Background: an optimization exercise with open tools, aiming at small area. Do not read the settings as production practice.
Only the layout flow was run in this run; the RTL was not checked for function there.

[design/flow/flow/run.sh]
#!/bin/bash
# Standard layout; ports buffered with a small buffer, synthesis buffers removed before placement.
set -euo pipefail
export BUFFER_PORTS_ARGS="-buffer_cell sky130_fd_sc_hd__buf_1"
export REMOVE_ABC_BUFFERS=1
export RECOVER_POWER=100
bash standard.sh > standard_flow.log 2>&1
[design/flow/standard.sh]
#!/bin/bash
# synth_recipe.tcl (not shown) runs the flow's synth.tcl, then flattens the netlist and writes it again
# the make line also repeats each setting of config.mk as NAME=value (left out here)
make -C /OpenROAD-flow-scripts/flow DESIGN_CONFIG=/design/flow/config.mk WORK_HOME=/design/flow/orfs CLKGATE_MAP_FILE= SYNTH_SCRIPT=/design/flow/synth_recipe.tcl "${@:-finish}"
[design/flow/config.mk]
export PLATFORM = sky130hd
export DESIGN_NAME = processing_element
export DESIGN_NICKNAME = processing_element
export VERILOG_FILES = /design/flow/design.v
export SDC_FILE = /design/flow/constraint.sdc
export NUM_CORES = 4
export LEC_CHECK = 0
export CAP_MARGIN = 20
export CORE_MARGIN = 2
export CORE_UTILIZATION = 40
export CTS_BUF_LIST = sky130_fd_sc_hd__clkbuf_8
export GPL_TIMING_DRIVEN = 0
export SLEW_MARGIN = 20
export SYNTH_HIERARCHICAL = 1
[design/flow/constraint.sdc]
create_clock -name core_clock -period 6.5 [get_ports {clk}]
set_input_delay 1.3000 -clock core_clock [delete_from_list [all_inputs] [get_ports {clk}]]
set_output_delay 1.3000 -clock core_clock [all_outputs]
set_load 0.01 [all_outputs]
[design/flow/design.v]
module processing_element(activation, weight, out, clk, rst);
parameter NON_ZERO_WEIGHTS = 108,
          SPECIAL_CASE = 0,
          FRACTIONAL_BITS = 8,
          BIT_SIZE = 16;
output reg signed [BIT_SIZE-1:0] out;
input [BIT_SIZE-1:0] activation, weight;
input clk, rst;
reg [23:0] s_n;        
reg [15:0] d1, d2, d3, d4;   
reg [6:0] cnt;       
reg valid;           
wire load = (cnt == 0);
wire [23:0] nxt;
wire one1;
wire two2;
wire neg3;
wire x4;
wire x5;
wire x6;
wire x7;
wire x8;
wire x9;
wire x10;
wire x11;
wire x12;
wire x13;
wire x14;
wire x15;
wire x16;
wire x17;
wire x18;
wire x19;
wire pp20;
wire pp21;
wire pp22;
wire pp23;
wire pp24;
wire pp25;
wire pp26;
wire pp27;
wire pp28;
wire pp29;
wire pp30;
wire pp31;
wire pp32;
wire pp33;
wire pp34;
wire pp35;
wire pp36;
wire one37;
wire two38;
wire neg39;
wire x40;
wire x41;
wire x42;
wire x43;
wire x44;
wire x45;
wire x46;
wire x47;
wire x48;
wire x49;
wire x50;
wire x51;
wire x52;
wire x53;
wire x54;
wire x55;
wire pp56;
wire pp57;
wire pp58;
wire pp59;
wire pp60;
wire pp61;
wire pp62;
wire pp63;
wire pp64;
wire pp65;
wire pp66;
wire pp67;
wire pp68;
wire pp69;
wire pp70;
wire pp71;
wire pp72;
wire one73;
wire two74;
wire neg75;
wire x76;
wire x77;
wire x78;
wire x79;
wire x80;
wire x81;
wire x82;
wire x83;
wire x84;
wire x85;
wire x86;
wire x87;
wire x88;
wire x89;
wire x90;
wire x91;
wire pp92;
wire pp93;
wire pp94;
wire pp95;
wire pp96;
wire pp97;
wire pp98;
wire pp99;
wire pp100;
wire pp101;
wire pp102;
wire pp103;
wire pp104;
wire pp105;
wire pp106;
wire pp107;
wire pp108;
wire one109;
wire two110;
wire neg111;
wire x112;
wire x113;
wire x114;
wire x115;
wire x116;
wire x117;
wire x118;
wire x119;
wire x120;
wire x121;
wire x122;
wire x123;
wire x124;
wire x125;
wire x126;
wire x127;
wire pp128;
wire pp129;
wire pp130;
wire pp131;
wire pp132;
wire pp133;
wire pp134;
wire pp135;
wire pp136;
wire pp137;
wire pp138;
wire pp139;
wire pp140;
wire pp141;
wire pp142;
wire pp143;
wire pp144;
wire one145;
wire two146;
wire neg147;
wire x148;
wire x149;
wire x150;
wire x151;
wire x152;
wire x153;
wire x154;
wire x155;
wire x156;
wire x157;
wire x158;
wire x159;
wire x160;
wire x161;
wire x162;
wire x163;
wire pp164;
wire pp165;
wire pp166;
wire pp167;
wire pp168;
wire pp169;
wire pp170;
wire pp171;
wire pp172;
wire pp173;
wire pp174;
wire pp175;
wire pp176;
wire pp177;
wire pp178;
wire pp179;
wire one180;
wire two181;
wire neg182;
wire x183;
wire x184;
wire x185;
wire x186;
wire x187;
wire x188;
wire x189;
wire x190;
wire x191;
wire x192;
wire x193;
wire x194;
wire x195;
wire x196;
wire pp197;
wire pp198;
wire pp199;
wire pp200;
wire pp201;
wire pp202;
wire pp203;
wire pp204;
wire pp205;
wire pp206;
wire pp207;
wire pp208;
wire pp209;
wire pp210;
wire one211;
wire two212;
wire neg213;
wire x214;
wire x215;
wire x216;
wire x217;
wire x218;
wire x219;
wire x220;
wire x221;
wire x222;
wire x223;
wire x224;
wire x225;
wire pp226;
wire pp227;
wire pp228;
wire pp229;
wire pp230;
wire pp231;
wire pp232;
wire pp233;
wire pp234;
wire pp235;
wire pp236;
wire pp237;
wire one238;
wire two239;
wire neg240;
wire x241;
wire x242;
wire x243;
wire x244;
wire x245;
wire x246;
wire x247;
wire x248;
wire x249;
wire x250;
wire pp251;
wire pp252;
wire pp253;
wire pp254;
wire pp255;
wire pp256;
wire pp257;
wire pp258;
wire pp259;
wire pp260;
wire ac261;
wire ac262;
wire ac263;
wire ac264;
wire ac265;
wire ac266;
wire ac267;
wire ac268;
wire ac269;
wire ac270;
wire ac271;
wire ac272;
wire ac273;
wire ac274;
wire ac275;
wire ac276;
wire ac277;
wire ac278;
wire ac279;
wire ac280;
wire ac281;
wire ac282;
wire ac283;
wire ac284;
wire es285;
wire ec286;
wire es287;
wire ec288;
wire es289;
wire ec290;
wire es291;
wire ec292;
wire es293;
wire ec294;
wire es295;
wire ec296;
wire es297;
wire es298;
wire ec299;
wire es300;
wire ec301;
wire es302;
wire ec303;
wire es304;
wire es305;
wire ec306;
wire es307;
wire hs308;
wire hc309;
wire hs310;
wire hc311;
wire hs312;
wire hc313;
wire fs314;
wire fc315;
wire hs316;
wire hc317;
wire fs318;
wire fc319;
wire fs320;
wire fc321;
wire fs322;
wire fc323;
wire fs324;
wire fc325;
wire fs326;
wire fc327;
wire fs328;
wire fc329;
wire hs330;
wire hc331;
wire fs332;
wire fc333;
wire fs334;
wire fc335;
wire fs336;
wire fc337;
wire fs338;
wire fc339;
wire fs340;
wire fc341;
wire fs342;
wire fc343;
wire fs344;
wire fc345;
wire fs346;
wire fc347;
wire fs348;
wire fc349;
wire fs350;
wire fc351;
wire fs352;
wire fc353;
wire hs354;
wire hc355;
wire fs356;
wire fc357;
wire fs358;
wire fc359;
wire fs360;
wire fc361;
wire fs362;
wire fc363;
wire fs364;
wire fc365;
wire hs366;
wire hc367;
wire hs368;
wire hc369;
wire hs370;
wire hc371;
wire fs372;
wire fc373;
wire hs374;
wire hc375;
wire fs376;
wire fc377;
wire hs378;
wire hc379;
wire fs380;
wire fc381;
wire fs382;
wire fc383;
wire fs384;
wire fc385;
wire fs386;
wire fc387;
wire fs388;
wire fc389;
wire fs390;
wire fc391;
wire fs392;
wire fc393;
wire fs394;
wire fc395;
wire fs396;
wire fc397;
wire fs398;
wire fc399;
wire fs400;
wire fc401;
wire fs402;
wire fc403;
wire fs404;
wire fc405;
wire fs406;
wire fc407;
wire fs408;
wire fc409;
wire fs410;
wire fc411;
wire fs412;
wire fc413;
wire fs414;
wire fc415;
wire fs416;
wire fc417;
wire fs418;
wire fc419;
wire fs420;
wire fc421;
wire fs422;
wire fc423;
wire fs424;
wire fc425;
wire fs426;
wire fc427;
wire fs428;
wire fc429;
wire fs430;
wire fc431;
wire fs432;
wire fc433;
wire fs434;
wire fc435;
wire fs436;
wire fc437;
wire fs438;
wire fc439;
wire fs440;
wire fs441;
wire hs442;
wire hc443;
wire hs444;
wire hc445;
wire fs446;
wire fc447;
wire fs448;
wire fc449;
wire fs450;
wire fc451;
wire fs452;
wire fc453;
wire fs454;
wire fc455;
wire fs456;
wire fc457;
wire fs458;
wire fc459;
wire fs460;
wire fc461;
wire fs462;
wire fc463;
wire fs464;
wire fc465;
wire fs466;
wire fc467;
wire fs468;
wire fc469;
wire fs470;
wire fc471;
wire fs472;
wire fc473;
wire fs474;
wire fc475;
wire fs476;
wire fc477;
wire fs478;
wire fc479;
wire fs480;
wire fc481;
wire fs482;
wire fc483;
wire fs484;
wire hs485;
wire hc486;
wire hs487;
wire hc488;
wire fs489;
wire fc490;
wire fs491;
wire fc492;
wire fs493;
wire fc494;
wire fs495;
wire fc496;
wire fs497;
wire fc498;
wire fs499;
wire fc500;
wire fs501;
wire fc502;
wire fs503;
wire fc504;
wire fs505;
wire fc506;
wire fs507;
wire fc508;
wire fs509;
wire fc510;
wire fs511;
wire fc512;
wire fs513;
wire fc514;
wire fs515;
wire fc516;
wire fs517;
wire fc518;
wire fs519;
wire fc520;
wire fs521;
wire fc522;
wire fs523;
wire fc524;
wire fs525;
wire fc526;
wire fs527;
wire fc528;
wire fs529;
wire fc530;
wire fs531;
wire g532;
wire p533;
wire g534;
wire p535;
wire g536;
wire p537;
wire g538;
wire p539;
wire g540;
wire p541;
wire g542;
wire p543;
wire g544;
wire p545;
wire g546;
wire p547;
wire g548;
wire p549;
wire g550;
wire p551;
wire g552;
wire p553;
wire g554;
wire p555;
wire g556;
wire p557;
wire g558;
wire p559;
wire g560;
wire p561;
wire g562;
wire p563;
wire g564;
wire p565;
wire g566;
wire p567;
wire g568;
wire p569;
wire g570;
wire p571;
wire g572;
wire p573;
wire g574;
wire p575;
wire g576;
wire p577;
wire g578;
wire p579;
wire G580;
wire P581;
wire G582;
wire P583;
wire G584;
wire P585;
wire G586;
wire P587;
wire G588;
wire P589;
wire G590;
wire P591;
wire G592;
wire P593;
wire G594;
wire P595;
wire G596;
wire P597;
wire G598;
wire P599;
wire G600;
wire P601;
wire G602;
wire P603;
wire G604;
wire P605;
wire G606;
wire P607;
wire G608;
wire P609;
wire G610;
wire P611;
wire G612;
wire P613;
wire G614;
wire P615;
wire G616;
wire P617;
wire G618;
wire P619;
wire G620;
wire P621;
wire G622;
wire P623;
wire G624;
wire P625;
wire G626;
wire P627;
wire G628;
wire P629;
wire G630;
wire P631;
wire G632;
wire P633;
wire G634;
wire P635;
wire G636;
wire P637;
wire G638;
wire P639;
wire G640;
wire P641;
wire G642;
wire P643;
wire G644;
wire P645;
wire G646;
wire P647;
wire G648;
wire P649;
wire G650;
wire P651;
wire G652;
wire P653;
wire G654;
wire P655;
wire G656;
wire P657;
wire G658;
wire P659;
wire G660;
wire P661;
wire G662;
wire P663;
wire G664;
wire P665;
wire G666;
wire P667;
wire G668;
wire P669;
wire G670;
wire P671;
wire G672;
wire P673;
wire G674;
wire P675;
wire G676;
wire P677;
wire G678;
wire P679;
wire G680;
wire P681;
wire G682;
wire P683;
assign one1 = weight[0] ^ 1'b0;
assign two2 = (weight[1] & ~weight[0] & ~1'b0) | (~weight[1] & weight[0] & 1'b0);
assign neg3 = weight[1] & ~(weight[0] & 1'b0);
assign x4 = activation[0] ^ neg3;
assign x5 = activation[1] ^ neg3;
assign x6 = activation[2] ^ neg3;
assign x7 = activation[3] ^ neg3;
assign x8 = activation[4] ^ neg3;
assign x9 = activation[5] ^ neg3;
assign x10 = activation[6] ^ neg3;
assign x11 = activation[7] ^ neg3;
assign x12 = activation[8] ^ neg3;
assign x13 = activation[9] ^ neg3;
assign x14 = activation[10] ^ neg3;
assign x15 = activation[11] ^ neg3;
assign x16 = activation[12] ^ neg3;
assign x17 = activation[13] ^ neg3;
assign x18 = activation[14] ^ neg3;
assign x19 = activation[15] ^ neg3;
assign pp20 = ((one1 & x4) | (two2 & neg3));
pe_a22o u_sel1 (.a(one1), .b(x5), .c(two2), .d(x4), .y(pp21));
pe_a22o u_sel2 (.a(one1), .b(x6), .c(two2), .d(x5), .y(pp22));
pe_a22o u_sel3 (.a(one1), .b(x7), .c(two2), .d(x6), .y(pp23));
pe_a22o u_sel4 (.a(one1), .b(x8), .c(two2), .d(x7), .y(pp24));
pe_a22o u_sel5 (.a(one1), .b(x9), .c(two2), .d(x8), .y(pp25));
pe_a22o u_sel6 (.a(one1), .b(x10), .c(two2), .d(x9), .y(pp26));
pe_a22o u_sel7 (.a(one1), .b(x11), .c(two2), .d(x10), .y(pp27));
pe_a22o u_sel8 (.a(one1), .b(x12), .c(two2), .d(x11), .y(pp28));
pe_a22o u_sel9 (.a(one1), .b(x13), .c(two2), .d(x12), .y(pp29));
pe_a22o u_sel10 (.a(one1), .b(x14), .c(two2), .d(x13), .y(pp30));
pe_a22o u_sel11 (.a(one1), .b(x15), .c(two2), .d(x14), .y(pp31));
pe_a22o u_sel12 (.a(one1), .b(x16), .c(two2), .d(x15), .y(pp32));
pe_a22o u_sel13 (.a(one1), .b(x17), .c(two2), .d(x16), .y(pp33));
pe_a22o u_sel14 (.a(one1), .b(x18), .c(two2), .d(x17), .y(pp34));
pe_a22o u_sel15 (.a(one1), .b(x19), .c(two2), .d(x18), .y(pp35));
pe_a22oi u_sel16 (.a(one1), .b(x19), .c(two2), .d(x19), .y(pp36));
assign one37 = weight[2] ^ weight[1];
assign two38 = (weight[3] & ~weight[2] & ~weight[1]) | (~weight[3] & weight[2] & weight[1]);
assign neg39 = weight[3] & ~(weight[2] & weight[1]);
assign x40 = activation[0] ^ neg39;
assign x41 = activation[1] ^ neg39;
assign x42 = activation[2] ^ neg39;
assign x43 = activation[3] ^ neg39;
assign x44 = activation[4] ^ neg39;
assign x45 = activation[5] ^ neg39;
assign x46 = activation[6] ^ neg39;
assign x47 = activation[7] ^ neg39;
assign x48 = activation[8] ^ neg39;
assign x49 = activation[9] ^ neg39;
assign x50 = activation[10] ^ neg39;
assign x51 = activation[11] ^ neg39;
assign x52 = activation[12] ^ neg39;
assign x53 = activation[13] ^ neg39;
assign x54 = activation[14] ^ neg39;
assign x55 = activation[15] ^ neg39;
assign pp56 = ((one37 & x40) | (two38 & neg39));
pe_a22o u_sel17 (.a(one37), .b(x41), .c(two38), .d(x40), .y(pp57));
pe_a22o u_sel18 (.a(one37), .b(x42), .c(two38), .d(x41), .y(pp58));
pe_a22o u_sel19 (.a(one37), .b(x43), .c(two38), .d(x42), .y(pp59));
pe_a22o u_sel20 (.a(one37), .b(x44), .c(two38), .d(x43), .y(pp60));
pe_a22o u_sel21 (.a(one37), .b(x45), .c(two38), .d(x44), .y(pp61));
pe_a22o u_sel22 (.a(one37), .b(x46), .c(two38), .d(x45), .y(pp62));
pe_a22o u_sel23 (.a(one37), .b(x47), .c(two38), .d(x46), .y(pp63));
pe_a22o u_sel24 (.a(one37), .b(x48), .c(two38), .d(x47), .y(pp64));
pe_a22o u_sel25 (.a(one37), .b(x49), .c(two38), .d(x48), .y(pp65));
pe_a22o u_sel26 (.a(one37), .b(x50), .c(two38), .d(x49), .y(pp66));
pe_a22o u_sel27 (.a(one37), .b(x51), .c(two38), .d(x50), .y(pp67));
pe_a22o u_sel28 (.a(one37), .b(x52), .c(two38), .d(x51), .y(pp68));
pe_a22o u_sel29 (.a(one37), .b(x53), .c(two38), .d(x52), .y(pp69));
pe_a22o u_sel30 (.a(one37), .b(x54), .c(two38), .d(x53), .y(pp70));
pe_a22o u_sel31 (.a(one37), .b(x55), .c(two38), .d(x54), .y(pp71));
pe_a22oi u_sel32 (.a(one37), .b(x55), .c(two38), .d(x55), .y(pp72));
assign one73 = weight[4] ^ weight[3];
assign two74 = (weight[5] & ~weight[4] & ~weight[3]) | (~weight[5] & weight[4] & weight[3]);
assign neg75 = weight[5] & ~(weight[4] & weight[3]);
assign x76 = activation[0] ^ neg75;
assign x77 = activation[1] ^ neg75;
assign x78 = activation[2] ^ neg75;
assign x79 = activation[3] ^ neg75;
assign x80 = activation[4] ^ neg75;
assign x81 = activation[5] ^ neg75;
assign x82 = activation[6] ^ neg75;
assign x83 = activation[7] ^ neg75;
assign x84 = activation[8] ^ neg75;
assign x85 = activation[9] ^ neg75;
assign x86 = activation[10] ^ neg75;
assign x87 = activation[11] ^ neg75;
assign x88 = activation[12] ^ neg75;
assign x89 = activation[13] ^ neg75;
assign x90 = activation[14] ^ neg75;
assign x91 = activation[15] ^ neg75;
assign pp92 = ((one73 & x76) | (two74 & neg75));
pe_a22o u_sel33 (.a(one73), .b(x77), .c(two74), .d(x76), .y(pp93));
pe_a22o u_sel34 (.a(one73), .b(x78), .c(two74), .d(x77), .y(pp94));
pe_a22o u_sel35 (.a(one73), .b(x79), .c(two74), .d(x78), .y(pp95));
pe_a22o u_sel36 (.a(one73), .b(x80), .c(two74), .d(x79), .y(pp96));
pe_a22o u_sel37 (.a(one73), .b(x81), .c(two74), .d(x80), .y(pp97));
pe_a22o u_sel38 (.a(one73), .b(x82), .c(two74), .d(x81), .y(pp98));
pe_a22o u_sel39 (.a(one73), .b(x83), .c(two74), .d(x82), .y(pp99));
pe_a22o u_sel40 (.a(one73), .b(x84), .c(two74), .d(x83), .y(pp100));
pe_a22o u_sel41 (.a(one73), .b(x85), .c(two74), .d(x84), .y(pp101));
pe_a22o u_sel42 (.a(one73), .b(x86), .c(two74), .d(x85), .y(pp102));
pe_a22o u_sel43 (.a(one73), .b(x87), .c(two74), .d(x86), .y(pp103));
pe_a22o u_sel44 (.a(one73), .b(x88), .c(two74), .d(x87), .y(pp104));
pe_a22o u_sel45 (.a(one73), .b(x89), .c(two74), .d(x88), .y(pp105));
pe_a22o u_sel46 (.a(one73), .b(x90), .c(two74), .d(x89), .y(pp106));
pe_a22o u_sel47 (.a(one73), .b(x91), .c(two74), .d(x90), .y(pp107));
pe_a22oi u_sel48 (.a(one73), .b(x91), .c(two74), .d(x91), .y(pp108));
assign one109 = weight[6] ^ weight[5];
assign two110 = (weight[7] & ~weight[6] & ~weight[5]) | (~weight[7] & weight[6] & weight[5]);
assign neg111 = weight[7] & ~(weight[6] & weight[5]);
assign x112 = activation[0] ^ neg111;
assign x113 = activation[1] ^ neg111;
assign x114 = activation[2] ^ neg111;
assign x115 = activation[3] ^ neg111;
assign x116 = activation[4] ^ neg111;
assign x117 = activation[5] ^ neg111;
assign x118 = activation[6] ^ neg111;
assign x119 = activation[7] ^ neg111;
assign x120 = activation[8] ^ neg111;
assign x121 = activation[9] ^ neg111;
assign x122 = activation[10] ^ neg111;
assign x123 = activation[11] ^ neg111;
assign x124 = activation[12] ^ neg111;
assign x125 = activation[13] ^ neg111;
assign x126 = activation[14] ^ neg111;
assign x127 = activation[15] ^ neg111;
assign pp128 = ((one109 & x112) | (two110 & neg111));
pe_a22o u_sel49 (.a(one109), .b(x113), .c(two110), .d(x112), .y(pp129));
pe_a22o u_sel50 (.a(one109), .b(x114), .c(two110), .d(x113), .y(pp130));
pe_a22o u_sel51 (.a(one109), .b(x115), .c(two110), .d(x114), .y(pp131));
pe_a22o u_sel52 (.a(one109), .b(x116), .c(two110), .d(x115), .y(pp132));
pe_a22o u_sel53 (.a(one109), .b(x117), .c(two110), .d(x116), .y(pp133));
pe_a22o u_sel54 (.a(one109), .b(x118), .c(two110), .d(x117), .y(pp134));
pe_a22o u_sel55 (.a(one109), .b(x119), .c(two110), .d(x118), .y(pp135));
pe_a22o u_sel56 (.a(one109), .b(x120), .c(two110), .d(x119), .y(pp136));
pe_a22o u_sel57 (.a(one109), .b(x121), .c(two110), .d(x120), .y(pp137));
pe_a22o u_sel58 (.a(one109), .b(x122), .c(two110), .d(x121), .y(pp138));
pe_a22o u_sel59 (.a(one109), .b(x123), .c(two110), .d(x122), .y(pp139));
pe_a22o u_sel60 (.a(one109), .b(x124), .c(two110), .d(x123), .y(pp140));
pe_a22o u_sel61 (.a(one109), .b(x125), .c(two110), .d(x124), .y(pp141));
pe_a22o u_sel62 (.a(one109), .b(x126), .c(two110), .d(x125), .y(pp142));
pe_a22o u_sel63 (.a(one109), .b(x127), .c(two110), .d(x126), .y(pp143));
pe_a22oi u_sel64 (.a(one109), .b(x127), .c(two110), .d(x127), .y(pp144));
assign one145 = weight[8] ^ weight[7];
assign two146 = (weight[9] & ~weight[8] & ~weight[7]) | (~weight[9] & weight[8] & weight[7]);
assign neg147 = weight[9] & ~(weight[8] & weight[7]);
assign x148 = activation[0] ^ neg147;
assign x149 = activation[1] ^ neg147;
assign x150 = activation[2] ^ neg147;
assign x151 = activation[3] ^ neg147;
assign x152 = activation[4] ^ neg147;
assign x153 = activation[5] ^ neg147;
assign x154 = activation[6] ^ neg147;
assign x155 = activation[7] ^ neg147;
assign x156 = activation[8] ^ neg147;
assign x157 = activation[9] ^ neg147;
assign x158 = activation[10] ^ neg147;
assign x159 = activation[11] ^ neg147;
assign x160 = activation[12] ^ neg147;
assign x161 = activation[13] ^ neg147;
assign x162 = activation[14] ^ neg147;
assign x163 = activation[15] ^ neg147;
assign pp164 = ((one145 & x148) | (two146 & neg147));
pe_a22o u_sel65 (.a(one145), .b(x149), .c(two146), .d(x148), .y(pp165));
pe_a22o u_sel66 (.a(one145), .b(x150), .c(two146), .d(x149), .y(pp166));
pe_a22o u_sel67 (.a(one145), .b(x151), .c(two146), .d(x150), .y(pp167));
pe_a22o u_sel68 (.a(one145), .b(x152), .c(two146), .d(x151), .y(pp168));
pe_a22o u_sel69 (.a(one145), .b(x153), .c(two146), .d(x152), .y(pp169));
pe_a22o u_sel70 (.a(one145), .b(x154), .c(two146), .d(x153), .y(pp170));
pe_a22o u_sel71 (.a(one145), .b(x155), .c(two146), .d(x154), .y(pp171));
pe_a22o u_sel72 (.a(one145), .b(x156), .c(two146), .d(x155), .y(pp172));
pe_a22o u_sel73 (.a(one145), .b(x157), .c(two146), .d(x156), .y(pp173));
pe_a22o u_sel74 (.a(one145), .b(x158), .c(two146), .d(x157), .y(pp174));
pe_a22o u_sel75 (.a(one145), .b(x159), .c(two146), .d(x158), .y(pp175));
pe_a22o u_sel76 (.a(one145), .b(x160), .c(two146), .d(x159), .y(pp176));
pe_a22o u_sel77 (.a(one145), .b(x161), .c(two146), .d(x160), .y(pp177));
pe_a22o u_sel78 (.a(one145), .b(x162), .c(two146), .d(x161), .y(pp178));
pe_a22o u_sel79 (.a(one145), .b(x163), .c(two146), .d(x162), .y(pp179));
assign one180 = weight[10] ^ weight[9];
assign two181 = (weight[11] & ~weight[10] & ~weight[9]) | (~weight[11] & weight[10] & weight[9]);
assign neg182 = weight[11] & ~(weight[10] & weight[9]);
assign x183 = activation[0] ^ neg182;
assign x184 = activation[1] ^ neg182;
assign x185 = activation[2] ^ neg182;
assign x186 = activation[3] ^ neg182;
assign x187 = activation[4] ^ neg182;
assign x188 = activation[5] ^ neg182;
assign x189 = activation[6] ^ neg182;
assign x190 = activation[7] ^ neg182;
assign x191 = activation[8] ^ neg182;
assign x192 = activation[9] ^ neg182;
assign x193 = activation[10] ^ neg182;
assign x194 = activation[11] ^ neg182;
assign x195 = activation[12] ^ neg182;
assign x196 = activation[13] ^ neg182;
assign pp197 = ((one180 & x183) | (two181 & neg182));
pe_a22o u_sel80 (.a(one180), .b(x184), .c(two181), .d(x183), .y(pp198));
pe_a22o u_sel81 (.a(one180), .b(x185), .c(two181), .d(x184), .y(pp199));
pe_a22o u_sel82 (.a(one180), .b(x186), .c(two181), .d(x185), .y(pp200));
pe_a22o u_sel83 (.a(one180), .b(x187), .c(two181), .d(x186), .y(pp201));
pe_a22o u_sel84 (.a(one180), .b(x188), .c(two181), .d(x187), .y(pp202));
pe_a22o u_sel85 (.a(one180), .b(x189), .c(two181), .d(x188), .y(pp203));
pe_a22o u_sel86 (.a(one180), .b(x190), .c(two181), .d(x189), .y(pp204));
pe_a22o u_sel87 (.a(one180), .b(x191), .c(two181), .d(x190), .y(pp205));
pe_a22o u_sel88 (.a(one180), .b(x192), .c(two181), .d(x191), .y(pp206));
pe_a22o u_sel89 (.a(one180), .b(x193), .c(two181), .d(x192), .y(pp207));
pe_a22o u_sel90 (.a(one180), .b(x194), .c(two181), .d(x193), .y(pp208));
pe_a22o u_sel91 (.a(one180), .b(x195), .c(two181), .d(x194), .y(pp209));
pe_a22o u_sel92 (.a(one180), .b(x196), .c(two181), .d(x195), .y(pp210));
assign one211 = weight[12] ^ weight[11];
assign two212 = (weight[13] & ~weight[12] & ~weight[11]) | (~weight[13] & weight[12] & weight[11]);
assign neg213 = weight[13] & ~(weight[12] & weight[11]);
assign x214 = activation[0] ^ neg213;
assign x215 = activation[1] ^ neg213;
assign x216 = activation[2] ^ neg213;
assign x217 = activation[3] ^ neg213;
assign x218 = activation[4] ^ neg213;
assign x219 = activation[5] ^ neg213;
assign x220 = activation[6] ^ neg213;
assign x221 = activation[7] ^ neg213;
assign x222 = activation[8] ^ neg213;
assign x223 = activation[9] ^ neg213;
assign x224 = activation[10] ^ neg213;
assign x225 = activation[11] ^ neg213;
assign pp226 = ((one211 & x214) | (two212 & neg213));
pe_a22o u_sel93 (.a(one211), .b(x215), .c(two212), .d(x214), .y(pp227));
pe_a22o u_sel94 (.a(one211), .b(x216), .c(two212), .d(x215), .y(pp228));
pe_a22o u_sel95 (.a(one211), .b(x217), .c(two212), .d(x216), .y(pp229));
pe_a22o u_sel96 (.a(one211), .b(x218), .c(two212), .d(x217), .y(pp230));
pe_a22o u_sel97 (.a(one211), .b(x219), .c(two212), .d(x218), .y(pp231));
pe_a22o u_sel98 (.a(one211), .b(x220), .c(two212), .d(x219), .y(pp232));
pe_a22o u_sel99 (.a(one211), .b(x221), .c(two212), .d(x220), .y(pp233));
pe_a22o u_sel100 (.a(one211), .b(x222), .c(two212), .d(x221), .y(pp234));
pe_a22o u_sel101 (.a(one211), .b(x223), .c(two212), .d(x222), .y(pp235));
pe_a22o u_sel102 (.a(one211), .b(x224), .c(two212), .d(x223), .y(pp236));
pe_a22o u_sel103 (.a(one211), .b(x225), .c(two212), .d(x224), .y(pp237));
assign one238 = weight[14] ^ weight[13];
assign two239 = (weight[15] & ~weight[14] & ~weight[13]) | (~weight[15] & weight[14] & weight[13]);
assign neg240 = weight[15] & ~(weight[14] & weight[13]);
assign x241 = activation[0] ^ neg240;
assign x242 = activation[1] ^ neg240;
assign x243 = activation[2] ^ neg240;
assign x244 = activation[3] ^ neg240;
assign x245 = activation[4] ^ neg240;
assign x246 = activation[5] ^ neg240;
assign x247 = activation[6] ^ neg240;
assign x248 = activation[7] ^ neg240;
assign x249 = activation[8] ^ neg240;
assign x250 = activation[9] ^ neg240;
assign pp251 = ((one238 & x241) | (two239 & neg240));
pe_a22o u_sel104 (.a(one238), .b(x242), .c(two239), .d(x241), .y(pp252));
pe_a22o u_sel105 (.a(one238), .b(x243), .c(two239), .d(x242), .y(pp253));
pe_a22o u_sel106 (.a(one238), .b(x244), .c(two239), .d(x243), .y(pp254));
pe_a22o u_sel107 (.a(one238), .b(x245), .c(two239), .d(x244), .y(pp255));
pe_a22o u_sel108 (.a(one238), .b(x246), .c(two239), .d(x245), .y(pp256));
pe_a22o u_sel109 (.a(one238), .b(x247), .c(two239), .d(x246), .y(pp257));
pe_a22o u_sel110 (.a(one238), .b(x248), .c(two239), .d(x247), .y(pp258));
pe_a22o u_sel111 (.a(one238), .b(x249), .c(two239), .d(x248), .y(pp259));
pe_a22o u_sel112 (.a(one238), .b(x250), .c(two239), .d(x249), .y(pp260));
assign ac261 = ~(s_n[0] | load);
assign ac262 = ~(s_n[1] | load);
assign ac263 = ~(s_n[2] | load);
assign ac264 = ~(s_n[3] | load);
assign ac265 = ~(s_n[4] | load);
assign ac266 = ~(s_n[5] | load);
assign ac267 = ~(s_n[6] | load);
assign ac268 = ~(s_n[7] | load);
assign ac269 = ~(s_n[8] | load);
assign ac270 = ~(s_n[9] | load);
assign ac271 = ~(s_n[10] | load);
assign ac272 = ~(s_n[11] | load);
assign ac273 = ~(s_n[12] | load);
assign ac274 = ~(s_n[13] | load);
assign ac275 = ~(s_n[14] | load);
assign ac276 = ~(s_n[15] | load);
assign ac277 = ~(s_n[16] | load);
assign ac278 = ~(s_n[17] | load);
assign ac279 = ~(s_n[18] | load);
assign ac280 = ~(s_n[19] | load);
assign ac281 = ~(s_n[20] | load);
assign ac282 = ~(s_n[21] | load);
assign ac283 = ~(s_n[22] | load);
assign ac284 = ~(s_n[23] | load);
pe_ha u_ha113 (.a(ac269), .b(neg147), .s(es285), .co(ec286));
pe_ha u_ha114 (.a(ac270), .b(ec286), .s(es287), .co(ec288));
pe_fa u_fa115 (.a(ac271), .b(neg182), .c(ec288), .s(es289), .co(ec290));
pe_ha u_ha116 (.a(ac273), .b(neg213), .s(es291), .co(ec292));
pe_ha u_ha117 (.a(ac274), .b(ec292), .s(es293), .co(ec294));
pe_fa u_fa118 (.a(ac275), .b(neg240), .c(ec294), .s(es295), .co(ec296));
assign es297 = ~ac277;
assign es298 = ~(ac278 ^ ac277);
assign ec299 = ac278 | ac277;
pe_ha u_ha119 (.a(ac279), .b(ec299), .s(es300), .co(ec301));
assign es302 = ~(ac280 ^ ec301);
assign ec303 = ac280 | ec301;
assign es304 = ~ac282;
pe_ha u_ha120 (.a(ac283), .b(ac282), .s(es305), .co(ec306));
assign es307 = 1'b1 ^ ac284 ^ ec306;
pe_ha u_ha121 (.a(ac276), .b(pp35), .s(hs308), .co(hc309));
pe_ha u_ha122 (.a(es297), .b(pp36), .s(hs310), .co(hc311));
pe_ha u_ha123 (.a(pp30), .b(pp64), .s(hs312), .co(hc313));
pe_fa u_fa124 (.a(ac272), .b(pp31), .c(pp65), .s(fs314), .co(fc315));
pe_ha u_ha125 (.a(pp99), .b(pp133), .s(hs316), .co(hc317));
pe_fa u_fa126 (.a(es291), .b(pp32), .c(pp66), .s(fs318), .co(fc319));
pe_fa u_fa127 (.a(pp100), .b(pp134), .c(pp168), .s(fs320), .co(fc321));
pe_fa u_fa128 (.a(es293), .b(pp33), .c(pp67), .s(fs322), .co(fc323));
pe_fa u_fa129 (.a(pp101), .b(pp135), .c(pp169), .s(fs324), .co(fc325));
pe_fa u_fa130 (.a(pp34), .b(pp68), .c(pp102), .s(fs326), .co(fc327));
pe_fa u_fa131 (.a(pp136), .b(pp170), .c(pp201), .s(fs328), .co(fc329));
pe_ha u_ha132 (.a(pp228), .b(pp251), .s(hs330), .co(hc331));
pe_fa u_fa133 (.a(pp69), .b(pp103), .c(pp137), .s(fs332), .co(fc333));
pe_fa u_fa134 (.a(pp171), .b(pp202), .c(pp229), .s(fs334), .co(fc335));
pe_fa u_fa135 (.a(pp252), .b(ec296), .c(hs308), .s(fs336), .co(fc337));
pe_fa u_fa136 (.a(pp70), .b(pp104), .c(pp138), .s(fs338), .co(fc339));
pe_fa u_fa137 (.a(pp172), .b(pp203), .c(pp230), .s(fs340), .co(fc341));
pe_fa u_fa138 (.a(pp253), .b(hc309), .c(hs310), .s(fs342), .co(fc343));
pe_fa u_fa139 (.a(es298), .b(pp71), .c(pp105), .s(fs344), .co(fc345));
pe_fa u_fa140 (.a(pp139), .b(pp173), .c(pp204), .s(fs346), .co(fc347));
pe_fa u_fa141 (.a(pp231), .b(pp254), .c(hc311), .s(fs348), .co(fc349));
pe_fa u_fa142 (.a(es300), .b(pp72), .c(pp106), .s(fs350), .co(fc351));
pe_fa u_fa143 (.a(pp140), .b(pp174), .c(pp205), .s(fs352), .co(fc353));
pe_ha u_ha144 (.a(pp232), .b(pp255), .s(hs354), .co(hc355));
pe_fa u_fa145 (.a(pp107), .b(pp141), .c(pp175), .s(fs356), .co(fc357));
pe_fa u_fa146 (.a(pp206), .b(pp233), .c(pp256), .s(fs358), .co(fc359));
pe_fa u_fa147 (.a(ac281), .b(pp108), .c(pp142), .s(fs360), .co(fc361));
pe_fa u_fa148 (.a(pp176), .b(pp207), .c(pp234), .s(fs362), .co(fc363));
pe_fa u_fa149 (.a(es304), .b(pp143), .c(pp177), .s(fs364), .co(fc365));
pe_ha u_ha150 (.a(es305), .b(pp144), .s(hs366), .co(hc367));
pe_ha u_ha151 (.a(ac265), .b(neg75), .s(hs368), .co(hc369));
pe_ha u_ha152 (.a(ac266), .b(pp25), .s(hs370), .co(hc371));
pe_fa u_fa153 (.a(ac267), .b(neg111), .c(pp26), .s(fs372), .co(fc373));
pe_ha u_ha154 (.a(pp60), .b(pp94), .s(hs374), .co(hc375));
pe_fa u_fa155 (.a(ac268), .b(pp27), .c(pp61), .s(fs376), .co(fc377));
pe_ha u_ha156 (.a(pp95), .b(pp129), .s(hs378), .co(hc379));
pe_fa u_fa157 (.a(es285), .b(pp28), .c(pp62), .s(fs380), .co(fc381));
pe_fa u_fa158 (.a(pp96), .b(pp130), .c(pp164), .s(fs382), .co(fc383));
pe_fa u_fa159 (.a(es287), .b(pp29), .c(pp63), .s(fs384), .co(fc385));
pe_fa u_fa160 (.a(pp97), .b(pp131), .c(pp165), .s(fs386), .co(fc387));
pe_fa u_fa161 (.a(pp98), .b(pp132), .c(pp166), .s(fs388), .co(fc389));
pe_fa u_fa162 (.a(pp197), .b(es289), .c(hs312), .s(fs390), .co(fc391));
pe_fa u_fa163 (.a(pp167), .b(pp198), .c(ec290), .s(fs392), .co(fc393));
pe_fa u_fa164 (.a(hc313), .b(hs316), .c(fs314), .s(fs394), .co(fc395));
pe_fa u_fa165 (.a(pp199), .b(pp226), .c(hc317), .s(fs396), .co(fc397));
pe_fa u_fa166 (.a(fc315), .b(fs318), .c(fs320), .s(fs398), .co(fc399));
pe_fa u_fa167 (.a(pp200), .b(pp227), .c(fc319), .s(fs400), .co(fc401));
pe_fa u_fa168 (.a(fc321), .b(fs322), .c(fs324), .s(fs402), .co(fc403));
pe_fa u_fa169 (.a(es295), .b(hs330), .c(fc323), .s(fs404), .co(fc405));
pe_fa u_fa170 (.a(fc325), .b(fs326), .c(fs328), .s(fs406), .co(fc407));
pe_fa u_fa171 (.a(hc331), .b(fc327), .c(fc329), .s(fs408), .co(fc409));
pe_fa u_fa172 (.a(fs332), .b(fs334), .c(fs336), .s(fs410), .co(fc411));
pe_fa u_fa173 (.a(fc333), .b(fc335), .c(fs338), .s(fs412), .co(fc413));
pe_fa u_fa174 (.a(fs340), .b(fc337), .c(fs342), .s(fs414), .co(fc415));
pe_fa u_fa175 (.a(fc339), .b(fc341), .c(fs344), .s(fs416), .co(fc417));
pe_fa u_fa176 (.a(fs346), .b(fc343), .c(fs348), .s(fs418), .co(fc419));
pe_fa u_fa177 (.a(hs354), .b(fc345), .c(fc347), .s(fs420), .co(fc421));
pe_fa u_fa178 (.a(fs350), .b(fs352), .c(fc349), .s(fs422), .co(fc423));
pe_fa u_fa179 (.a(es302), .b(hc355), .c(fc351), .s(fs424), .co(fc425));
pe_fa u_fa180 (.a(fc353), .b(fs356), .c(fs358), .s(fs426), .co(fc427));
pe_fa u_fa181 (.a(pp257), .b(ec303), .c(fc357), .s(fs428), .co(fc429));
pe_fa u_fa182 (.a(fc359), .b(fs360), .c(fs362), .s(fs430), .co(fc431));
pe_fa u_fa183 (.a(pp208), .b(pp235), .c(pp258), .s(fs432), .co(fc433));
pe_fa u_fa184 (.a(fc361), .b(fc363), .c(fs364), .s(fs434), .co(fc435));
pe_fa u_fa185 (.a(pp178), .b(pp209), .c(pp236), .s(fs436), .co(fc437));
pe_fa u_fa186 (.a(pp259), .b(hs366), .c(fc365), .s(fs438), .co(fc439));
assign fs440 = es307 ^ pp179 ^ pp210;
assign fs441 = pp237 ^ pp260 ^ hc367;
pe_ha u_ha187 (.a(ac263), .b(neg39), .s(hs442), .co(hc443));
pe_ha u_ha188 (.a(ac264), .b(pp23), .s(hs444), .co(hc445));
pe_fa u_fa189 (.a(hs368), .b(pp24), .c(pp58), .s(fs446), .co(fc447));
pe_fa u_fa190 (.a(hc369), .b(pp59), .c(pp93), .s(fs448), .co(fc449));
pe_fa u_fa191 (.a(pp128), .b(hc371), .c(hs374), .s(fs450), .co(fc451));
pe_fa u_fa192 (.a(hc375), .b(hs378), .c(fc373), .s(fs452), .co(fc453));
pe_fa u_fa193 (.a(hc379), .b(fc377), .c(fs380), .s(fs454), .co(fc455));
pe_fa u_fa194 (.a(fc381), .b(fc383), .c(fs384), .s(fs456), .co(fc457));
pe_fa u_fa195 (.a(fc385), .b(fc387), .c(fs388), .s(fs458), .co(fc459));
pe_fa u_fa196 (.a(fc389), .b(fs392), .c(fc391), .s(fs460), .co(fc461));
pe_fa u_fa197 (.a(fc393), .b(fs396), .c(fc395), .s(fs462), .co(fc463));
pe_fa u_fa198 (.a(fc397), .b(fc399), .c(fs400), .s(fs464), .co(fc465));
pe_fa u_fa199 (.a(fc401), .b(fc403), .c(fs404), .s(fs466), .co(fc467));
pe_fa u_fa200 (.a(fc405), .b(fc407), .c(fs408), .s(fs468), .co(fc469));
pe_fa u_fa201 (.a(fc409), .b(fs412), .c(fc411), .s(fs470), .co(fc471));
pe_fa u_fa202 (.a(fc413), .b(fs416), .c(fc415), .s(fs472), .co(fc473));
pe_fa u_fa203 (.a(fc417), .b(fs420), .c(fc419), .s(fs474), .co(fc475));
pe_fa u_fa204 (.a(fc421), .b(fs424), .c(fs426), .s(fs476), .co(fc477));
pe_fa u_fa205 (.a(fc425), .b(fc427), .c(fs428), .s(fs478), .co(fc479));
pe_fa u_fa206 (.a(fs432), .b(fc429), .c(fc431), .s(fs480), .co(fc481));
pe_fa u_fa207 (.a(fc433), .b(fs436), .c(fc435), .s(fs482), .co(fc483));
assign fs484 = fc437 ^ fs440 ^ fs441;
pe_ha u_ha208 (.a(ac261), .b(neg3), .s(hs485), .co(hc486));
pe_ha u_ha209 (.a(ac262), .b(pp21), .s(hs487), .co(hc488));
pe_fa u_fa210 (.a(hs442), .b(pp22), .c(pp56), .s(fs489), .co(fc490));
pe_fa u_fa211 (.a(hc443), .b(pp57), .c(hs444), .s(fs491), .co(fc492));
pe_fa u_fa212 (.a(pp92), .b(hc445), .c(fs446), .s(fs493), .co(fc494));
pe_fa u_fa213 (.a(hs370), .b(fc447), .c(fs448), .s(fs495), .co(fc496));
pe_fa u_fa214 (.a(fc449), .b(fs372), .c(fs450), .s(fs497), .co(fc498));
pe_fa u_fa215 (.a(fs376), .b(fc451), .c(fs452), .s(fs499), .co(fc500));
pe_fa u_fa216 (.a(fs382), .b(fc453), .c(fs454), .s(fs501), .co(fc502));
pe_fa u_fa217 (.a(fs386), .b(fc455), .c(fs456), .s(fs503), .co(fc504));
pe_fa u_fa218 (.a(fs390), .b(fc457), .c(fs458), .s(fs505), .co(fc506));
pe_fa u_fa219 (.a(fc459), .b(fs394), .c(fs460), .s(fs507), .co(fc508));
pe_fa u_fa220 (.a(fs398), .b(fc461), .c(fs462), .s(fs509), .co(fc510));
pe_fa u_fa221 (.a(fs402), .b(fc463), .c(fs464), .s(fs511), .co(fc512));
pe_fa u_fa222 (.a(fs406), .b(fc465), .c(fs466), .s(fs513), .co(fc514));
pe_fa u_fa223 (.a(fs410), .b(fc467), .c(fs468), .s(fs515), .co(fc516));
pe_fa u_fa224 (.a(fs414), .b(fc469), .c(fs470), .s(fs517), .co(fc518));
pe_fa u_fa225 (.a(fs418), .b(fc471), .c(fs472), .s(fs519), .co(fc520));
pe_fa u_fa226 (.a(fs422), .b(fc473), .c(fs474), .s(fs521), .co(fc522));
pe_fa u_fa227 (.a(fc423), .b(fs476), .c(fc475), .s(fs523), .co(fc524));
pe_fa u_fa228 (.a(fs430), .b(fc477), .c(fs478), .s(fs525), .co(fc526));
pe_fa u_fa229 (.a(fs434), .b(fc479), .c(fs480), .s(fs527), .co(fc528));
pe_fa u_fa230 (.a(fs438), .b(fc481), .c(fs482), .s(fs529), .co(fc530));
assign fs531 = fc439 ^ fs484 ^ fc483;
assign g532 = hs485 & pp20;
assign p533 = hs485 ^ pp20;
assign g534 = hc486 & hs487;
assign p535 = hc486 ^ hs487;
assign g536 = hc488 & fs489;
assign p537 = hc488 ^ fs489;
assign g538 = fc490 & fs491;
assign p539 = fc490 ^ fs491;
assign g540 = fc492 & fs493;
assign p541 = fc492 ^ fs493;
assign g542 = fc494 & fs495;
assign p543 = fc494 ^ fs495;
assign g544 = fc496 & fs497;
assign p545 = fc496 ^ fs497;
assign g546 = fc498 & fs499;
assign p547 = fc498 ^ fs499;
assign g548 = fc500 & fs501;
assign p549 = fc500 ^ fs501;
assign g550 = fc502 & fs503;
assign p551 = fc502 ^ fs503;
assign g552 = fc504 & fs505;
assign p553 = fc504 ^ fs505;
assign g554 = fc506 & fs507;
assign p555 = fc506 ^ fs507;
assign g556 = fc508 & fs509;
assign p557 = fc508 ^ fs509;
assign g558 = fc510 & fs511;
assign p559 = fc510 ^ fs511;
assign g560 = fc512 & fs513;
assign p561 = fc512 ^ fs513;
assign g562 = fc514 & fs515;
assign p563 = fc514 ^ fs515;
assign g564 = fc516 & fs517;
assign p565 = fc516 ^ fs517;
assign g566 = fc518 & fs519;
assign p567 = fc518 ^ fs519;
assign g568 = fc520 & fs521;
assign p569 = fc520 ^ fs521;
assign g570 = fc522 & fs523;
assign p571 = fc522 ^ fs523;
assign g572 = fc524 & fs525;
assign p573 = fc524 ^ fs525;
assign g574 = fc526 & fs527;
assign p575 = fc526 ^ fs527;
assign g576 = fc528 & fs529;
assign p577 = fc528 ^ fs529;
assign g578 = fc530 & fs531;
assign p579 = fc530 ^ fs531;
assign G580 = g534 | (p535 & g532);
assign P581 = p535 & p533;
assign G582 = g538 | (p539 & g536);
assign P583 = p539 & p537;
assign G584 = g542 | (p543 & g540);
assign P585 = p543 & p541;
assign G586 = g546 | (p547 & g544);
assign P587 = p547 & p545;
assign G588 = g550 | (p551 & g548);
assign P589 = p551 & p549;
assign G590 = g554 | (p555 & g552);
assign P591 = p555 & p553;
assign G592 = g558 | (p559 & g556);
assign P593 = p559 & p557;
assign G594 = g562 | (p563 & g560);
assign P595 = p563 & p561;
assign G596 = g566 | (p567 & g564);
assign P597 = p567 & p565;
assign G598 = g570 | (p571 & g568);
assign P599 = p571 & p569;
assign G600 = g574 | (p575 & g572);
assign P601 = p575 & p573;
assign G602 = g578 | (p579 & g576);
assign P603 = p579 & p577;
assign G604 = g536 | (p537 & G580);
assign P605 = p537 & P581;
assign G606 = G582 | (P583 & G580);
assign P607 = P583 & P581;
assign G608 = g544 | (p545 & G584);
assign P609 = p545 & P585;
assign G610 = G586 | (P587 & G584);
assign P611 = P587 & P585;
assign G612 = g552 | (p553 & G588);
assign P613 = p553 & P589;
assign G614 = G590 | (P591 & G588);
assign P615 = P591 & P589;
assign G616 = g560 | (p561 & G592);
assign P617 = p561 & P593;
assign G618 = G594 | (P595 & G592);
assign P619 = P595 & P593;
assign G620 = g568 | (p569 & G596);
assign P621 = p569 & P597;
assign G622 = G598 | (P599 & G596);
assign P623 = P599 & P597;
assign G624 = g576 | (p577 & G600);
assign P625 = p577 & P601;
assign G626 = G602 | (P603 & G600);
assign P627 = P603 & P601;
assign G628 = g540 | (p541 & G606);
assign P629 = p541 & P607;
assign G630 = G584 | (P585 & G606);
assign P631 = P585 & P607;
assign G632 = G608 | (P609 & G606);
assign P633 = P609 & P607;
assign G634 = G610 | (P611 & G606);
assign P635 = P611 & P607;
assign G636 = g556 | (p557 & G614);
assign P637 = p557 & P615;
assign G638 = G592 | (P593 & G614);
assign P639 = P593 & P615;
assign G640 = G616 | (P617 & G614);
assign P641 = P617 & P615;
assign G642 = G618 | (P619 & G614);
assign P643 = P619 & P615;
assign G644 = g572 | (p573 & G622);
assign P645 = p573 & P623;
assign G646 = G600 | (P601 & G622);
assign P647 = P601 & P623;
assign G648 = G624 | (P625 & G622);
assign P649 = P625 & P623;
assign G650 = G626 | (P627 & G622);
assign P651 = P627 & P623;
assign G652 = g548 | (p549 & G634);
assign P653 = p549 & P635;
assign G654 = G588 | (P589 & G634);
assign P655 = P589 & P635;
assign G656 = G612 | (P613 & G634);
assign P657 = P613 & P635;
assign G658 = G614 | (P615 & G634);
assign P659 = P615 & P635;
assign G660 = G636 | (P637 & G634);
assign P661 = P637 & P635;
assign G662 = G638 | (P639 & G634);
assign P663 = P639 & P635;
assign G664 = G640 | (P641 & G634);
assign P665 = P641 & P635;
assign G666 = G642 | (P643 & G634);
assign P667 = P643 & P635;
assign G668 = g564 | (p565 & G666);
assign P669 = p565 & P667;
assign G670 = G596 | (P597 & G666);
assign P671 = P597 & P667;
assign G672 = G620 | (P621 & G666);
assign P673 = P621 & P667;
assign G674 = G622 | (P623 & G666);
assign P675 = P623 & P667;
assign G676 = G644 | (P645 & G666);
assign P677 = P645 & P667;
assign G678 = G646 | (P647 & G666);
assign P679 = P647 & P667;
assign G680 = G648 | (P649 & G666);
assign P681 = P649 & P667;
assign G682 = G650 | (P651 & G666);
assign P683 = P651 & P667;
assign nxt[0] = p533;
assign nxt[1] = (p535 ^ g532);
assign nxt[2] = (p537 ^ G580);
assign nxt[3] = (p539 ^ G604);
assign nxt[4] = (p541 ^ G606);
assign nxt[5] = (p543 ^ G628);
assign nxt[6] = (p545 ^ G630);
assign nxt[7] = (p547 ^ G632);
assign nxt[8] = (p549 ^ G634);
assign nxt[9] = (p551 ^ G652);
assign nxt[10] = (p553 ^ G654);
assign nxt[11] = (p555 ^ G656);
assign nxt[12] = (p557 ^ G658);
assign nxt[13] = (p559 ^ G660);
assign nxt[14] = (p561 ^ G662);
assign nxt[15] = (p563 ^ G664);
assign nxt[16] = (p565 ^ G666);
assign nxt[17] = (p567 ^ G668);
assign nxt[18] = (p569 ^ G670);
assign nxt[19] = (p571 ^ G672);
assign nxt[20] = (p573 ^ G674);
assign nxt[21] = (p575 ^ G676);
assign nxt[22] = (p577 ^ G678);
assign nxt[23] = (p579 ^ G680);
always @(posedge clk) begin
  s_n <= ~nxt;
  d1 <= s_n[FRACTIONAL_BITS+15:FRACTIONAL_BITS];
  d2 <= d1;
  d3 <= d2;
  d4 <= d3;
  if (!rst) begin
    cnt <= 0;
    valid <= 1'b0;
    out <= 0;
  end else begin
    cnt <= (cnt == NON_ZERO_WEIGHTS - 1) ? 7'd0 : cnt + 7'd1;
    valid <= valid | (cnt == 4);
    out <= valid ? ~d4 : 16'd0;
  end
end
endmodule
module pe_fa(a, b, c, s, co);
input a, b, c;
output s, co;
assign s = a ^ b ^ c;
assign co = (a & b) | (a & c) | (b & c);
endmodule
module pe_a22o(a, b, c, d, y);
input a, b, c, d;
output y;
assign y = (a & b) | (c & d);
endmodule
module pe_a22oi(a, b, c, d, y);
input a, b, c, d;
output y;
assign y = ~((a & b) | (c & d));
endmodule
module pe_ha(a, b, s, co);
input a, b;
output s, co;
assign s = a ^ b;
assign co = a & b;
endmodule
==> impl_metrics.env <==
export IMPL_hold_end="d3[0]"
export IMPL_io_pins=50
export IMPL_finish_net_count=970
export IMPL_ys_top_cells_by_count="117 x xnor2_1, 116 x a22o_1, 112 x dfxtp_1"
export IMPL_cts_tree="yes"
export IMPL_hold_viol=0
export IMPL_clk_latency_ps=390
export IMPL_synth_edf_count=0
export IMPL_port_buffers=49
export IMPL_grt_pass1_wl_mm=28.2
export IMPL_core_mm2=0.0208
export IMPL_rows=53
export IMPL_worstMarginPinSlew_ps=925
export IMPL_crit_chain="clkbuf_4 > ha_1 > nand2b_2 > xnor2_1 > a22o_1 > fa_1 > fa_1 > fa_1 > fa_1 > ha_1 > a21o_1 > a21o_1 > a21o_1 > nor3_1 > o21ai_1 > and4_1 > o211a_1 > a211o_1"
export IMPL_drive_gt1_frac=0.0548
export IMPL_synth_seq_cells=112
export IMPL_grt_max_degree=25
export IMPL_syn_area_per_cell_um2=11.2
export IMPL_drtPass1Iterations=4
export IMPL_areaGrowthSynthToFinish_pct=8.21
export IMPL_synth_cells=751
export IMPL_grtUsageTotal=0.163
export IMPL_slew_violations=0
export IMPL_cp_max_fo=22
export IMPL_initial_utilization=0.403
export IMPL_fmax_mhz=160
export IMPL_reg2reg_to="s_n[23]"
export IMPL_status="timing/DRC/antenna clean"
export IMPL_synth_most_common_cell="xnor2_1"
export IMPL_clk_path_buf_depth=2
export IMPL_ys_flop_type="dfxtp_1"
export IMPL_finalNonFillerCells=1060
export IMPL_crit_path_start_kind="primary input"
export IMPL_register_area_mm2=0.00224
export IMPL_place_inst=1043
export IMPL_crit_required_ps=6780
export IMPL_wl_per_cell_um=15.9
export IMPL_grt_ovfl_total=0
export IMPL_yosys_top_cells_area="dfxtp_1 27%, fa_1 24%, xnor2_1 12%"
export IMPL_grt_pass1_vias=5437
export IMPL_setup_violations=0
export IMPL_root_buffer="clkbuf_8"
export IMPL_r2r_start="cnt[0]"
export IMPL_cts_clk_slew_worst_paths_ps=110
export IMPL_cts_sinks=112
export IMPL_hold_ws_ps=329
export IMPL_drt_iter0_drc=257
export IMPL_grt_antenna_before_repair=0
export IMPL_synth_async_reset_ratio=0
export IMPL_htree_levels=3
export IMPL_post_cts_buffers=0
export IMPL_synth_top_area_share=0.267
export IMPL_cpMaxStageDelayCell="fa_1"
export IMPL_synth_seq_area_share=0.267
export IMPL_drv_cap=0
export IMPL_synth_area_mm2=0.00840
export IMPL_vias_per_cell=5.05
export IMPL_die_width_um=149
export IMPL_maxSlewHeadroom=0.383
export IMPL_hpwl_mm=13.7
export IMPL_path_class="primary input to register"
export IMPL_rsz0062_at_grt="no"
export IMPL_worst_endpoint_arrival_ps=6510
export IMPL_die_h_um=149
export IMPL_hp_class="register to register"
export IMPL_routabilityCongestion=0.835
export IMPL_cts_buffers_inserted=9
export IMPL_netlist_cell_type_count=39
export IMPL_hold_depth=0
export IMPL_multi_input_area_mm2=0.00594
export IMPL_regToRegSetupSlack_ps=440
export IMPL_rr_worst_depth=20
export IMPL_drcViolationCount=0
export IMPL_period_minus_slack_ps=6230
export IMPL_dieArea_mm2=0.0222
export IMPL_fillers=2084
export IMPL_end_kind="register"
export IMPL_max_stage_delay_ps=530
export IMPL_finalWirelength_mm=16.8
export IMPL_antenna_cells=0
export IMPL_synth_largest_area_cell="dfxtp_1"
export IMPL_dr_total_vias=5348
export IMPL_final_antenna_net_count=0
export IMPL_hp_start="d2[0]"
export IMPL_period_share=0.959
export IMPL_crit_top_cell="fa_1"
export IMPL_skew_ps=21.4
export IMPL_yosys_warnings=7
critical path, delay by kind of cell:
| family | cells | cell delay, ps |
|---|---|---|
| AO/OA/AOI/OAI | 7 | 1390 |
| buffers and inverters | 1 | 280 |
| adder cells (fa/ha/maj) | 6 | 2430 |
| AND/OR/NAND/NOR | 3 | 830 |
| XOR/XNOR | 1 | 260 |
placed cells by master, fill, tap and decap left out, types with 5 or more instances in the layout:
cell type / synthesis / layout
xnor2_1: 117 / 117
a22o_1: 116 / 116
nand2_1: 8 / 8
nand2b_1: 17 / 12
inv_1: 29 / 29
buf_1: 4 / 46
dfxtp_1: 112 / 112
ha_1: 54 / 54
xor2_1: 28 / 28
nand2b_2: 0 / 5
nor2_1: 46 / 46
o21ai_0: 14 / 8
o21ai_1: 3 / 6
a21oi_1: 8 / 8
nand3b_1: 7 / 7
clkbuf_8: 0 / 9
a21o_1: 5 / 5
nand3_1: 5 / 5
fa_1: 102 / 102
or2_2: 6 / 6
final cells by class:
type                            count  share of cell area
Clock inverter                      7              0.0112
Sequential cell                   112               0.247
Tap cell                          275              0.0379
Inverter                           29              0.0120
Multi-Input combinational cell    575               0.653
Clock buffer                        9              0.0136
Timing Repair Buffer               53              0.0252
worst max path at each step:
stage	endpoint	from	cells past startpoint
after global placement	s_n[23]	weight[1]	16
final	s_n[23]	weight[1]	18
after global routing	s_n[23]	weight[1]	18
after floorplan	s_n[23]	weight[2]	16
after detailed placement	s_n[23]	weight[1]	18
after CTS	s_n[23]	weight[7]	18
metal layers:
metal	GRT usage	vias to the layer above	routed length [um]
met4	0.0429	0	265
met2	0.262	99	7400
met5	0	-	0
li1	-	2643	-
met3	0.0248	16	702
met1	0.229	2590	8440
logic make-up after synthesis:
| group | share of synthesized area |
|---|---|
| compound gates | 0.161 |
| fa+ha+maj | 0.324 |
| xor+xnor | 0.153 |
| flops | 0.267 |
| simple gates | 0.0669 |
| buf+inv | 0.0286 |
state kept, by name, summed over array words and instances, names as in the netlist:
name	count
d1	16
cnt	7
out	16
d3	16
s_n	24
d2	16
d4	16
valid	1
modules after synthesis, one instance, submodules excluded:
module / times used / flip-flops and latches / cells inside
processing_element: 1 / 112 / 521
pe_fa: 97 / 0 / 1
pe_a22oi: 4 / 0 / 1
pe_ha: 21 / 0 / 1
pe_a22o: 108 / 0 / 1
repair_timing:
action | CTS | global route
endpoints found under the hold margin | 0 | 0
endpoints found under the setup margin | 3 | 3
hold buffers | 0 | 0
resized for setup | 1 | 5
metrics by stage:
stage	worst slack, ps	util	TNS [ps]	area [um^2]
2_1_floorplan	304	-	0	8270
3_3_place_gp	-1370	0.422	-11240	8790
3_5_place_dp	-633	0.424	-3010	8830
4_1_cts	88.9	0.435	0	9060
5_1_grt	92.5	0.436	0	9090
6_report	267	0.436	0	9090

==> what the ideal ports hide <==
Ports are ideal in the flow. The routed layout listed here was re-timed in OpenROAD.
Step 1 (the two cells are an assumption about what drives the block):
set clk [get_ports {clk}]
set_driving_cell -lib_cell sky130_fd_sc_hd__clkbuf_16 $clk
set_driving_cell -lib_cell sky130_fd_sc_hd__buf_2 [delete_from_list [all_inputs] $clk]
Step 2 adds t to the input delays and takes it off the output delays; t is the mean of the earliest and latest rising clock arrival at the registers after step 1. Input paths then give back, and output paths get back, about the clock's delay inside the block.
Three values: no drivers, after step 1, after step 2; two values: the first two.
t, ns: 0.414
setup slack, ns: 0.267 / 0.283 / -0.131
worst hold slack (ns): 0.329 / 0.329 / 0.329
worst setup path at the end: input to register
Met with ideal ports but missed after step 2: setup timing in this run. For this run, drivers alone change the setup slack by +0.016 ns; drivers and shift together by -0.398 ns.
